This design comes from an exercise in tuning for small area and a short achievable clock period on the open sky130 flow, not from production work.
Only simulation tests tie the RTL to the original design; equivalence was not proved.
No activity file was given, so power comes from the tool's default toggle rates.

**constraint.sdc**
```tcl
create_clock -name core_clock -period 19.5 [get_ports {clk}]
set_input_delay 3.9000 -clock core_clock [delete_from_list [all_inputs] [get_ports {clk}]]
set_output_delay 3.9000 -clock core_clock [all_outputs]
set_load 0.01 [all_outputs]
```
**design.v**
```verilog
module FullAdder (
    input a, 
    input b, 
    input cin,
    output sum, 
    output cout 
);
  assign sum = a ^ b ^ cin;
  assign cout = ((a ^ b) & cin) | (a & b);
endmodule
module RippleAdder (
    input[31:0] a, 
    input[31:0] b,
    input ci,
    output[31:0] s,
    output co,
    output last_ci
);
    wire [32:0] c;
    assign c[0] = ci;
    assign co = c[32];
    assign last_ci = c[31];
  FullAdder fa0(a[0], b[0], c[0], s[0], c[1]);
  FullAdder fa1(a[1], b[1], c[1], s[1], c[2]);
  FullAdder fa2(a[2], b[2], c[2], s[2], c[3]);
  FullAdder fa3(a[3], b[3], c[3], s[3], c[4]);
  FullAdder fa4(a[4], b[4], c[4], s[4], c[5]);
  FullAdder fa5(a[5], b[5], c[5], s[5], c[6]);
  FullAdder fa6(a[6], b[6], c[6], s[6], c[7]);
  FullAdder fa7(a[7], b[7], c[7], s[7], c[8]);
  FullAdder fa8(a[8], b[8], c[8], s[8], c[9]);
  FullAdder fa9(a[9], b[9], c[9], s[9], c[10]);
  FullAdder fa10(a[10], b[10], c[10], s[10], c[11]);
  FullAdder fa11(a[11], b[11], c[11], s[11], c[12]);
  FullAdder fa12(a[12], b[12], c[12], s[12], c[13]);
  FullAdder fa13(a[13], b[13], c[13], s[13], c[14]);
  FullAdder fa14(a[14], b[14], c[14], s[14], c[15]);
  FullAdder fa15(a[15], b[15], c[15], s[15], c[16]);
  FullAdder fa16(a[16], b[16], c[16], s[16], c[17]);
  FullAdder fa17(a[17], b[17], c[17], s[17], c[18]);
  FullAdder fa18(a[18], b[18], c[18], s[18], c[19]);
  FullAdder fa19(a[19], b[19], c[19], s[19], c[20]);
  FullAdder fa20(a[20], b[20], c[20], s[20], c[21]);
  FullAdder fa21(a[21], b[21], c[21], s[21], c[22]);
  FullAdder fa22(a[22], b[22], c[22], s[22], c[23]);
  FullAdder fa23(a[23], b[23], c[23], s[23], c[24]);
  FullAdder fa24(a[24], b[24], c[24], s[24], c[25]);
  FullAdder fa25(a[25], b[25], c[25], s[25], c[26]);
  FullAdder fa26(a[26], b[26], c[26], s[26], c[27]);
  FullAdder fa27(a[27], b[27], c[27], s[27], c[28]);
  FullAdder fa28(a[28], b[28], c[28], s[28], c[29]);
  FullAdder fa29(a[29], b[29], c[29], s[29], c[30]);
  FullAdder fa30(a[30], b[30], c[30], s[30], c[31]);
  FullAdder fa31(a[31], b[31], c[31], s[31], c[32]);
endmodule
module alu(
input [31:0] a, b,
input [4:0] control,
output reg [31:0] result,
output N,
output Z,
output C,
output V
);
    wire [31:0] sum, bxor;
    wire [32:0] c;
    wire sign;
    always @ (*) begin
        case (control)
            5'b0_0000: begin
                result = a + b; 
            end
            5'b1_0000: begin
                result = a - b;
            end
            5'b0_0010:  result = a | b;
            5'b0_0001: result = a & b;
            5'b0_0011: result = a ^ b;
            5'b0_0101: result = a >> b[4:0];
            5'b0_0110: result = $signed(a) >>> b[4:0];
            5'b0_0100: result = a << b[4:0];
            5'b1_0111: result = ($signed(a) < $signed(b)) ? 1 : 0;
            5'b1_1000: result = ( a < b ) ? 1 : 0;
            default: result = 0;
        endcase
    end
    assign sign = control[4];
    assign bxor = (sign)? ~b : b;
    RippleAdder rca (
        .a(a), 
        .b(bxor),
        .ci(sign),
        .s(sum),
        .co(c[32]),
        .last_ci(c[31])        
    );
    assign N = sum[31];
    assign Z = (sum == 32'b0);
    assign C = c[32];    
    assign V = c[31] ^ c[32];
endmodule
module regfile( 
  input		clk, 
  input		we, 
  input   	[4:0]    	rs1, rs2, rd, 
  input    	[31:0]   	rd_data, 
  output reg [31:0]  	rs1_data, rs2_data);
	reg [31:0] x1;
	reg [31:0] x2;
	reg [31:0] x3;
	reg [31:0] x4;
	reg [31:0] x5;
	reg [31:0] x6;
	reg [31:0] x7;
	reg [31:0] x8;
	reg [31:0] x9;
	reg [31:0] x10;
	reg [31:0] x11;
	reg [31:0] x12;
	reg [31:0] x13;
	reg [31:0] x14;
	reg [31:0] x15;
	reg [31:0] x16;
	reg [31:0] x17;
	reg [31:0] x18;
	reg [31:0] x19;
	reg [31:0] x20;
	reg [31:0] x21;
	reg [31:0] x22;
	reg [31:0] x23;
	reg [31:0] x24;
	reg [31:0] x25;
	reg [31:0] x26;
	reg [31:0] x27;
	reg [31:0] x28;
	reg [31:0] x29;
	reg [31:0] x30;
	reg [31:0] x31;
always @(*)	begin
           case (rs1[4:0])
	5'd0:   rs1_data = 32'b0;
	5'd1:   rs1_data = x1;
	5'd2:   rs1_data = x2;
	5'd3:   rs1_data = x3;
	5'd4:   rs1_data = x4;
	5'd5:   rs1_data = x5;
	5'd6:   rs1_data = x6;
	5'd7:   rs1_data = x7;
	5'd8:   rs1_data = x8;
	5'd9:   rs1_data = x9;
	5'd10:  rs1_data = x10;
	5'd11:  rs1_data = x11;
	5'd12:  rs1_data = x12;
	5'd13:  rs1_data = x13;
	5'd14:  rs1_data = x14;
	5'd15:  rs1_data = x15;
	5'd16:  rs1_data = x16;
	5'd17:  rs1_data = x17;
	5'd18:  rs1_data = x18;
	5'd19:  rs1_data = x19;
	5'd20:  rs1_data = x20;
	5'd21:  rs1_data = x21;
	5'd22:  rs1_data = x22;
	5'd23:  rs1_data = x23;
	5'd24:  rs1_data = x24;
	5'd25:  rs1_data = x25;
	5'd26:  rs1_data = x26;
	5'd27:  rs1_data = x27;
	5'd28:  rs1_data = x28;
	5'd29:  rs1_data = x29;
	5'd30:  rs1_data = x30;
	5'd31:  rs1_data = x31;
          endcase
end
always @(*) begin
         case (rs2[4:0])
	5'd0:   rs2_data = 32'b0;
	5'd1:   rs2_data = x1;
	5'd2:   rs2_data = x2;
	5'd3:   rs2_data = x3;
	5'd4:   rs2_data = x4;
	5'd5:   rs2_data = x5;
	5'd6:   rs2_data = x6;
	5'd7:   rs2_data = x7;
	5'd8:   rs2_data = x8;
	5'd9:   rs2_data = x9;
	5'd10:  rs2_data = x10;
	5'd11:  rs2_data = x11;
	5'd12:  rs2_data = x12;
	5'd13:  rs2_data = x13;
	5'd14:  rs2_data = x14;
	5'd15:  rs2_data = x15;
	5'd16:  rs2_data = x16;
	5'd17:  rs2_data = x17;
	5'd18:  rs2_data = x18;
	5'd19:  rs2_data = x19;
	5'd20:  rs2_data = x20;
	5'd21:  rs2_data = x21;
	5'd22:  rs2_data = x22;
	5'd23:  rs2_data = x23;
	5'd24:  rs2_data = x24;
	5'd25:  rs2_data = x25;
	5'd26:  rs2_data = x26;
	5'd27:  rs2_data = x27;
	5'd28:  rs2_data = x28;
	5'd29:  rs2_data = x29;
	5'd30:  rs2_data = x30;
	5'd31:  rs2_data = x31;
          endcase
end
always @(posedge clk) begin
    if (we) begin
        case (rd[4:0])
	5'd0:   ;
	5'd1:   x1  <= rd_data;
	5'd2:   x2  <= rd_data;
	5'd3:   x3  <= rd_data;
	5'd4:   x4  <= rd_data;
	5'd5:   x5  <= rd_data;
	5'd6:   x6  <= rd_data;
	5'd7:   x7  <= rd_data;
	5'd8:   x8  <= rd_data;
	5'd9:   x9  <= rd_data;
	5'd10:  x10 <= rd_data;
	5'd11:  x11 <= rd_data;
	5'd12:  x12 <= rd_data;
	5'd13:  x13 <= rd_data;
	5'd14:  x14 <= rd_data;
	5'd15:  x15 <= rd_data;
	5'd16:  x16 <= rd_data;
	5'd17:  x17 <= rd_data;
	5'd18:  x18 <= rd_data;
	5'd19:  x19 <= rd_data;
	5'd20:  x20 <= rd_data;
	5'd21:  x21 <= rd_data;
	5'd22:  x22 <= rd_data;
	5'd23:  x23 <= rd_data;
	5'd24:  x24 <= rd_data;
	5'd25:  x25 <= rd_data;
	5'd26:  x26 <= rd_data;
	5'd27:  x27 <= rd_data;
	5'd28:  x28 <= rd_data;
	5'd29:  x29 <= rd_data;
	5'd30:  x30 <= rd_data;
	5'd31:  x31 <= rd_data;
	endcase
        end
end
endmodule
module rv32i_cpu(
        input   clk, 
        input   rst,
        output reg [31:0]  pc,  
        input   [31:0]  inst,  
        output  MemWen, 	
        output  [31:0]  MemAddr, 
        output  [31:0]  MemWdata, 
        input   [31:0]  MemRdata 
    );
    wire [6:0] opcode; 
    wire [4:0] rs1, rs2, rd;
    wire [31:0] rs1_data, rs2_data; 
    reg [31:0] rd_data;
    wire [6:0] funct7; 
    wire [2:0] funct3;
    reg [31:0] alusrc1, alusrc2;    
    wire [31:0] aluout; 
    reg [4:0] alucontrol;   
    reg alusrc, regwrite, lui, auipc, memwrite, branch, jal, jalr, mem2reg;
    wire fjbeq, fjbne, fjblt, fjbge, fjbltu, fjbgeu;
    wire Nflag, Zflag, Cflag, Vflag;
    wire beq_true, bne_true, blt_true, bge_true, bltu_true, bgeu_true;
    wire branch_true;
assign fjbeq = {funct3 == 3'b000};
assign fjbne = {funct3 == 3'b001};
assign fjblt = {funct3 == 3'b100};
assign fjbge = {funct3 == 3'b101};
assign fjbltu = {funct3 == 3'b110};
assign fjbgeu = {funct3 == 3'b111};
assign beq_true = branch & fjbeq & Zflag;
assign bne_true = branch & fjbne & ~Zflag;
assign blt_true = branch & fjblt & (Nflag ^ Vflag);
assign bge_true = branch & fjbge & ~(Nflag ^ Vflag);
assign bltu_true = branch & fjbltu & ~Cflag;
assign bgeu_true = branch & fjbgeu & Cflag;
assign branch_true = beq_true | bne_true | blt_true | bge_true | bltu_true | bgeu_true;
    always @ (posedge clk, posedge rst)
    begin
        if (rst)
            pc <= 0;
        else if(jalr)
            pc <= {aluout[31:1], 1'b0};
        else if(jal)
            pc <= pc + {{11{inst[31]}}, {inst[31], inst[19:12], inst[20], inst[30:21], 1'b0} };
        else if(branch_true)
            pc <=pc + {{19{inst[31]}}, {inst[31], inst[7], inst[30:25], inst[11:8], 1'b0} };
        else
            pc <= pc+4; 
    end
    regfile regfile_inst( 
        .clk(clk), 
        .we(regwrite),
        .rs1(rs1),
        .rs2(rs2),
        .rd(rd),
        .rd_data(rd_data),
        .rs1_data(rs1_data),
        .rs2_data(rs2_data)
    );  
    assign rs1 = inst[19:15]; 
    assign rs2 = inst[24:20];
    assign rd = inst[11:7];
    assign opcode = inst[6:0];
    assign funct7 = inst[31:25];
    assign funct3 = inst[14:12];
    always @* begin 
        case (opcode)
            7'b0110011:  
                case ({funct7,funct3}) 
                    10'b0000000_000: alucontrol = 5'b0_0000;
                    10'b0100000_000: alucontrol = 5'b1_0000;
                    10'b0000000_001: alucontrol = 5'b0_0100;
                    10'b0000000_010: alucontrol = 5'b1_0111;
                    10'b0000000_011: alucontrol = 5'b1_1000;
                    10'b0000000_100: alucontrol = 5'b0_0011;
                    10'b0000000_101: alucontrol = 5'b0_0101;
                    10'b0100000_101: alucontrol = 5'b0_0110;
                    10'b0000000_110: alucontrol = 5'b0_0010;
                    10'b0000000_111: alucontrol = 5'b0_0001;
                    default: alucontrol = 5'b0_0000;
                endcase
            7'b0010011:  
                case (funct3)
                    3'b000 : alucontrol = 5'b0_0000;  
                    3'b001 : alucontrol = 5'b0_0100;  
                    3'b010 : alucontrol = 5'b1_0111;  
                    3'b011 : alucontrol = 5'b1_1000;  
                    3'b100 : alucontrol = 5'b0_0011;  
                    3'b101 : alucontrol = funct7[5] ? 5'b0_0110 : 5'b0_0101;  
                    3'b110 : alucontrol = 5'b0_0010;  
                    3'b111 : alucontrol = 5'b0_0001;  
                    default: alucontrol = 5'b0_0000; 
                endcase
            7'b0110111 : alucontrol = 5'b0_0000;
            7'b1101111 : alucontrol = 5'b0_0000;
            7'b1100111 : alucontrol = 5'b0_0000;
            7'b0000011 : alucontrol = 5'b0_0000;
            7'b0010111 : alucontrol = 5'b0_0000;
            7'b0100011: alucontrol = 5'b0_0000;
            7'b1100011: alucontrol = 5'b1_0000;
            default: 
                alucontrol = 5'b0;
        endcase
    end
    always @* begin
        alusrc = 1'b0; 
        regwrite = 1'b0;
        lui = 1'b0; 
        auipc = 1'b0;
        memwrite = 1'b0;
        jal = 1'b0;
        jalr = 1'b0;
        mem2reg = 1'b0;
        branch = 1'b0; 
        case (opcode)
            7'b0110011: begin  
                regwrite = 1'b1;
            end 
            7'b0010011: begin  
                alusrc = 1'b1; 
                regwrite = 1'b1;
            end
            7'b0110111: begin
                regwrite = 1'b1;
                lui = 1'b1; 
             end
            7'b0010111: begin
                regwrite = 1'b1;
                auipc = 1'b1; 
             end
             7'b0100011: begin
                 memwrite = 1'b1;
              end
              7'b1101111: begin
                regwrite = 1'b1;
                jal = 1'b1;
              end 
              7'b1100111: begin
                alusrc = 1'b1; 
                regwrite = 1'b1;
                jalr = 1'b1;
             end
             7'b1100011: begin
                branch = 1'b1;
             end
             7'b0000011: begin
                alusrc = 1'b1; 
                regwrite = 1'b1;
                mem2reg = 1'b1;
             end  
             default: begin
            end
         endcase
    end 
    always @* begin
        if (lui) alusrc1 = 0; 
        else if (jal | auipc) alusrc1 = pc;
        else alusrc1 = rs1_data; 
    end
    always @* begin
        if (alusrc) alusrc2 = {{20{inst[31]}}, inst[31:20]};
        else if (lui | auipc) alusrc2 = {inst[31:12], 12'b0};
        else if (memwrite) alusrc2 = {{20{inst[31]}}, inst[31:25], inst[11:7]};
        else if (jal) alusrc2 = 4;  
        else alusrc2 = rs2_data;
    end
    alu alu_inst(
          .a(alusrc1), 
          .b(alusrc2),
          .control(alucontrol),
          .result(aluout),
          .N(Nflag),
          .Z(Zflag),
          .C(Cflag),
          .V(Vflag)
    );   
    always@* begin
        if(mem2reg) rd_data = MemRdata;
        else if(jalr) rd_data = pc+4;
        else rd_data = aluout;
    end
    assign MemAddr = aluout;  
    assign MemWdata = rs2_data; 
    assign MemWen = memwrite; 
endmodule
```
**config.mk**
```make
export PLATFORM = sky130hd
export DESIGN_NAME = rv32i_cpu
export DESIGN_NICKNAME = rv32i_cpu
export VERILOG_FILES = /design/flow/design.v
export SDC_FILE = /design/flow/constraint.sdc
export NUM_CORES = 8
export LEC_CHECK = 0
export CAP_MARGIN = 20
export CORE_MARGIN = 2
export CORE_UTILIZATION = 40
export PLACE_DENSITY = 0.6
export SLEW_MARGIN = 20
```
**run.sh**
```bash
#!/bin/bash
# synth_recipe.tcl (not shown) runs the flow's synth.tcl, then flattens the netlist and writes it again
# the make line also repeats each setting of config.mk as NAME=value (left out here)
make -C /OpenROAD-flow-scripts/flow DESIGN_CONFIG=/design/flow/config.mk WORK_HOME=/design/flow/orfs CLKGATE_MAP_FILE= SYNTH_SCRIPT=/design/flow/synth_recipe.tcl finish
```
==> results.txt <==
[Yosys cell counts, drive strengths merged, types with 44 or more instances]
cell     instances  share of area, %
edfxtp         992                50
a22oi          676               8.5
nand2          381               2.4
nor2           346               2.2
and3           336               3.5
clkbuf         258               1.6
a21oi          175               1.5
nand3          162               1.4
buf            159               1.5
ha             141               3.0
o21ai          141               1.2
mux2i          135               2.3
inv            126              0.80
nand4          115               1.2
a2111oi        113               1.8
xnor2           92               1.4
nor3            76              0.66
a21o            75              0.94
a211oi          56              0.71
o211ai          55              0.69
a221oi          48              0.70
nor4            44              0.47
[cell type report]
cell class / count / share of cell area (%)
flip-flops and latches: 1023 / 43.0
multi-input cells: 3860 / 39.2
repair buffers: 707 / 8.44
clock buffers: 128 / 3.88
well taps: 1930 / 3.40
clock inverters: 72 / 1.32
inverters: 129 / 0.693
diodes: 31 / 0.109
[cell families (layout without fill, tap and decap cells)]
kind of cell | Yosys count | in the layout | share of synthesized area (%)
DFF | 1023 | 1023 | 51.2
muxes | 171 | 171 | 3.00
xor gates and xnor gates | 127 | 127 | 1.86
other | 1 | 32 | 0.00628
AOI/OAI and AO/OA | 1683 | 1683 | 20.9
buffers and inverters | 546 | 1036 | 3.90
adders and majority gates | 177 | 177 | 4.16
and+or+nand+nor | 1701 | 1701 | 14.9
[critical path: cells and delay by family]
kind                     cells  cell delay [ps]
adder cells (fa/ha/maj)     31            11040
AO/OA/AOI/OAI                7             1240
XOR/XNOR                     1               80
buffers and inverters        6              680
AND/OR/NAND/NOR             10             2660
[metal layers]
metal  vias to the layer above  part of all wire, %
li1                      22500                    -
met1                     29000                   34
met2                      6748                   39
met3                      1962                   17
met4                        50                  9.7
met5                         -                 0.16
[power groups by stage]
stage	logic [mW]	clock network (mW)	registers [mW]
CTS	2.67	2.19	2.91
detailed placement	2.66	0	2.96
global route	2.89	2.27	2.92
floorplan	1.42	0	2.92
finish	2.82	2.20	2.92
global placement	2.65	0	2.96
[path summary, 6_finish.rpt]
check,slack (ps),to,depth (start not counted)
setup / recovery,450,pc[23],55
hold / removal,990,pc[23],3
setup reg to reg,3680,pc[23],55
hold reg to reg,990,pc[23],3
max in group asynchronous,15560,pc[9],3
min in group asynchronous,3570,pc[1],3
[metrics by stage]
step / hold slack, ps / power [mW] / utilization, %
2_1_floorplan: 771 / 4.33 / -
3_3_place_gp: 942 / 5.61 / 45.3
4_1_cts: 964 / 7.77 / 47.8
6_report: 994 / 7.94 / 48.0
3_5_place_dp: 949 / 5.62 / 45.3
5_1_grt: 1030 / 8.07 / 48.0
[repair_timing]
item                                   CTS  global route
gates cloned                             0             2
setup endpoints to repair               16            31
resized for setup                        1            50
endpoints found under the hold margin    0             0
pin swaps                                1            14
buffers inserted                         1             5
==> results.cfg <==
[run_status]
status = finished clean

[critical_path]
max_stage_delay_ps = 570
path_max_fanout = 15
worst_ep_arrival_time_ps = 19660
crit_type = input pin to flop
startpoint_type = input pin
cpMostUsedCell = fa_2
crit_path_end_kind = flop
worstSetupStartpoint = inst[18]
worstReg2RegStart = regfile_inst.x18[0]
crit_path_top_delay_cell = or4_1
crit_required_ps = 20110

[detailed_routing]
vias_per_cell = 7.64
wl_um = 351000
drt_iter0_drc = 14800
first_pass_iters = 12
post_drt_wl_per_cell_um = 44.5
num_vias = 60200
drcViolationCount = 0
ant_nets = 0

[floorplanning]
initial_utilization_pct = 40.3
die_h_um = 390
placementRows = 141
dieWidth_um = 390
ios = 163
die_area_um2 = 152000
core_um2 = 148000

[clocking]
clk_latency_ps = 780
cts_hold_buf = 0
root_buffer = clkbuf_16
cts_buffer_depth = 3
cts_buffers = 107
cts_max_level = 3
cts_tree = yes
cts.sink_count = 1023
cts.reportedPaths.clkPinSlew_ps = 60

[layout]
drive_above_1_share_pct = 17.5
regArea_um2 = 30600
fin_cells = 7880
multiInputGateArea_um2 = 27900
layout_commonest_cell = edfxtp_1
fin_area_um2 = 71100
num-fill-cells = 13400
mostFrequentLayoutCells = edfxtp_1 (992), a22oi_1 (673), buf_4 (517)
final_nets = 6071
area_delta_synth_final_pct = 19.1

[min_path]
min-delay-start = pc[23]
hp-class = flop to flop

[synthesis]
ys_seq_area_share_pct = 51.2
synth.avg_cell_area_um2 = 11.0
synth-main-ff-cell = edfxtp_1
synth_nets = 5672
yosys_warnings = 3
synth_edf_count = 992
ys_async_sr_fraction_pct = 3.03
postSynthCellCount = 5429
syn_area_um2 = 59700
ys_types = 120
ys_ff_latch = 1023

[timing]
relSlewSlack_pct = 7.52
rsz0062_at_grt = false
hold_viol = 0
fin_skew_ps = 69.1
tightestPinTransition_ps = 1380
period_needed_ps = 19050
fin_crit_sh_pct = 97.7
drv_slew = 0
fin_ws_ps = 446
max_freq_mhz = 52.5
setup_violations = 0
setup_tns_ps = 0

[pwr]
clkPwrFrac_pct = 27.7
p_leak_nw = 26.4
combPwrFrac_pct = 35.5
power.internal_mw = 4.94
p_switching_mw = 3.00
p_sw_share_pct = 37.8
p_per_area_nw_per_um2 = 112
max-vdd-ir-drop_mv = 0.0712
sequentialPowerShare_pct = 36.8

[job]
maxCapViolCount = 0

[global_routing]
grt_pass1_vias = 54600
grtUsageMet1_pct = 54.6
gr-usage-met3_pct = 19.0
overflow = 0
top_usage_layer = met2
antenna_found_initial = 43
met2_usage_pct = 61.1
grt_usage_pct = 44.2
grt_first_pass_wirelength_um = 464000
grt_max_degree = 60

[place]
placed_area_um2 = 67100
place_congestion = 1.03
io_buffers = 161
post-place-ws_ps = -850
place_inst = 7641
dp_hpwl_um = 229000

static timing again, ports no longer ideal:
The results above use ideal ports. As a check the final layout listed here was re-extracted and re-timed, cells and wires unchanged.
Step 1, drivers: a clkbuf_16 drives clk and a buf_2 each remaining input, both assumed.
Step 2, shift: input delay + t, output delay - t, t = (earliest + latest rising clock arrival at the registers) / 2. This alone moves slack from input paths to output paths.
Slacks: ideal ports / drivers / drivers and shift; pairs: ideal ports / drivers.
shift t [ns]: 0.825
setup WS [ns]: 0.446 / 0.481 / -0.344
hold WS [ns]: 0.994 / 0.994 / 0.994
latest minus earliest clock arrival (ns): 0.069 / 0.069
Met with ideal ports but missed after step 2: setup timing in this run. The setup slack of this run moves by +0.035 ns with the drivers and by -0.790 ns with both steps.
